What follows belongs to an exercise in optimizing a design on an open flow for small area; a production flow would make more cautious choices.
Function was checked by simulation only, so behaviour that the tests miss may differ from the original.
No activity file was given, so power comes from the tool's default toggle rates.

==> inputs of job 3650 <==
// ALU
module ALU #(parameter w = 8) (
    clk, rst, CE, IN_valid, MODE, CMD, OPA, OPB, Cin,
    ERR, RES, OF, COUT, G, L, E);
    input clk;
    input rst;
    input CE;
    input [1:0] IN_valid;
    input MODE;
    input [3:0] CMD;
    input [7:0] OPA;
    input [7:0] OPB;
    input Cin;
    output reg ERR;
    output reg OF;
    output reg COUT;
    output reg G;
    output reg L;
    output reg E;
    output reg [16:0] RES;
wire sgn_in = (CMD[3:2] == 2'b11) | (CMD[1:0] == 2'b11);   
wire [7:0] ca = {OPA[7] ^ sgn_in, OPA[6:0]};
wire [7:0] cb = {OPB[7] ^ sgn_in, OPB[6:0]};
wire [1:0] cmp_code = (ca == cb) ? 2'b11 : (ca < cb) ? 2'b01 : 2'b10;
wire [2:0] rot_amt = CMD[0] ? (3'd0 - OPB[2:0]) : OPB[2:0];
wire [7:0] rot_hot = 8'd1 << rot_amt;
reg need_a, need_b, bad;
reg rows_i, aq1_i, aq2_i, ci_i;
reg [3:0] s_i;
reg sela, selb, invb, rot;
reg [7:0] ka, kb;
always @(*) begin
    need_a = 1'b1; need_b = 1'b1; bad = 1'b0;
    rows_i = 1'b0; aq1_i = 1'b0; aq2_i = 1'b0; ci_i = 1'b0; s_i = 4'b0000;
  ...
export LEC_CHECK = 0
export CAP_MARGIN = 20
export CORE_MARGIN = 2
export CORE_UTILIZATION = 60
export CTS_BUF_LIST = sky130_fd_sc_hd__clkbuf_4 sky130_fd_sc_hd__clkbuf_8
export SLEW_MARGIN = 20
export SYNTH_HIERARCHICAL = 1
create_clock -name core_clock -period 6.0 [get_ports {clk}]
standard.sh (not shown) runs the stock make flow with config.mk's settings and CLKGATE_MAP_FILE= SYNTH_SCRIPT=/design/flow/synth_recipe.tcl, a recipe that flattens the netlist after the stock synthesis.
==> flow/flow/run.sh <==
#!/bin/bash
# Layout flow: the standard layout (standard.sh: ORFS from synthesis to
# finish) with these changes:
#  - synthesis maps the logic with an area-oriented ABC script (deepsyn, then
#    area mapping) instead of ORFS's delay-oriented one. Only the final abc
#    call of ORFS's synthesis is changed: its -script argument is replaced.
#    Everything else, registers included, is the standard synthesis
#    (synth_recipe.tcl).
#  - the buffers that the flow puts on every input and output port are buf_1
#    cells, not the resizer's default choice;
#  - clock tree synthesis adds no dummy loads to balance the tree.
# The full output of the run goes to standard.log in this folder; ORFS keeps
# each step's own log under orfs/logs/.
set -euo pipefail
W=$(pwd)
printf '%s\n' '&get -n' '&st' '&deepsyn -T 10' '&put' 'dch' 'map -a' 'topo' 'stime -c' > "$W/abc_area_deep.script"
cat > "$W/own_synth.tcl" <<EOT
proc abc {args} {
  set i [lsearch -exact \$args -script]
  if {\$i >= 0} { lset args [expr {\$i + 1}] {$W/abc_area_deep.script} }
  yosys abc {*}\$args
}
source {$W/synth_recipe.tcl}
EOT
bash standard.sh \
  "SYNTH_SCRIPT=$W/own_synth.tcl" \
  "BUFFER_PORTS_ARGS=-buffer_cell sky130_fd_sc_hd__buf_1" \
  "CTS_ARGS=-sink_clustering_enable -repair_clock_nets -buf_list {sky130_fd_sc_hd__clkbuf_4 sky130_fd_sc_hd__clkbuf_8} -dont_use_dummy_load" \
  finish > standard.log 2>&1
==> job 2432 (differences from job 3650) <==
--- a/flow/design.v
+++ b/flow/design.v
@@ -456,15 +456,13 @@
 wire k8 = arith & (s[3] | (s[2] & (A[7] ^ B[7])));
 wire U  = arith & (k8 ? ~P[8] : (s[2] & A[7]));
 reg [7:0] lo;
 integer i;
 always @(*)
     for (i = 0; i < 8; i = i + 1)
-        lo[i] = (lo_en & P[i]) | (hi_en & P[i+8]) |
-                (tt[3] & A[i] & B[i]) | (tt[2] & A[i] & ~B[i]) |
-                (tt[1] & ~A[i] & B[i]) | (tt[0] & ~A[i] & ~B[i]);
+        lo[i] = (lo_en & P[i]) | (hi_en & P[i+8]) | tt[{A[i], B[i]}];
 wire r8 = (en8 & P[8]) ^ k8;
 wire [16:0] R = {U | inv16, {7{U}}, r8, lo};
 wire cout_n = arith & ~s[3] & ~s[2] & P[8];
 wire of_n = arith & ((s[3] & ~s[0] & ~P[8]) |
                      (s[2] & (A[7] == B[7]) & (P[7] != A[7])));
 wire cmp = arith & s[2];
==> flow/flow/run.sh (replaced) <==
#!/bin/bash
# Layout flow: the standard layout (standard.sh, all ORFS steps from
# synthesis to finish) with two changes: the buffers that the flow puts on
# every input and output port are buf_1 cells, not the resizer's default
# choice, clock tree synthesis adds no dummy loads to balance the tree, and after
# global routing the resizer downsizes cells on paths with slack to spare
# (RECOVER_POWER).
# The full output of the run goes to standard.log in this folder; ORFS keeps
# each step's own log under orfs/logs/.
set -euo pipefail
bash standard.sh \
  "BUFFER_PORTS_ARGS=-buffer_cell sky130_fd_sc_hd__buf_1" \
  "CTS_ARGS=-sink_clustering_enable -repair_clock_nets -buf_list {sky130_fd_sc_hd__clkbuf_4 sky130_fd_sc_hd__clkbuf_8} -dont_use_dummy_load" \
  "RECOVER_POWER=100" \
  finish > standard.log 2>&1
==> run summary <==
Critical hold path startpoint: job 3650 RES_m[14]; job 2432 RES_m[9]
Total number of nets in the final design: job 3650 852; job 2432 806
Power in combinational cells: job 3650 0.517 mW; job 2432 0.419 mW
Routed length per instance: job 3650 17.7 um; job 2432 19.0 um
Worst path setup slack after routing: job 3650 0.297 ns; job 2432 0.354 ns
Outcome: job 3650 complete, no violations; job 2432 failed layout checks
Reasons for failing layout checks: job 3650 -; job 2432 capacitance limit, slew limit
Fraction of final layout cells with drive strength greater than 1: job 3650 0.0911; job 2432 0.0900
Finished Layout Cells: job 3650 868; job 2432 844
Post-Layout Inst Area: job 3650 6360 um2; job 2432 6580 um2
Normalized max-slew margin: job 3650 0.362; job 2432 -0.388
Net Switching: job 3650 0.528 mW; job 2432 0.471 mW
Depth of the most critical reg-to-reg path: job 3650 24; job 2432 21
Count of inserted tapcells: job 3650 111; job 2432 133
Peak VDD IR: job 3650 0.0000981 V; job 2432 0.0000922 V
Sequential share of the synthesized area: job 3650 0.299; job 2432 0.275
Proportion of synthesized area in mux cells: job 3650 0.00178; job 2432 0.0313
Area taken by flip-flops and latches: job 3650 1680 um2; job 2432 1680 um2
Footprint of the multi-input gates: job 3650 3710 um2; job 2432 4190 um2
Number of cells in the design after placement: job 3650 859; job 2432 830
Starting Density: job 3650 0.614; job 2432 0.623
Leakage power of the design: job 3650 2.11 nW; job 2432 2.17 nW

## port drivers added, routing unchanged
How much do the figures lean on ideal ports? The routed layouts below were timed once more, with nothing changed but the port constraints.
Step 1: set_driving_cell puts a clkbuf_16 on clk and a buf_2 on each other input, an assumption about the parent block.
Step 2 times the ports against the registers' clock, not the clock port: input delays grow and output delays shrink by t, the midpoint of the rising clock arrivals with the driver on.
Three values: ideal ports, drivers, drivers and shift; two values: the first two.
| run | t, ns | slack for setup (ns) | worst setup path after step 2 | pins driven straight from the clock port |
|---|---|---|---|---|
| job 3650 | 0.367 | 0.297 / 0.297 / 0.297 | register to register | 1 |
| job 2432 | 0.373 | 0.354 / 0.354 / 0.354 | register to register | 1 |
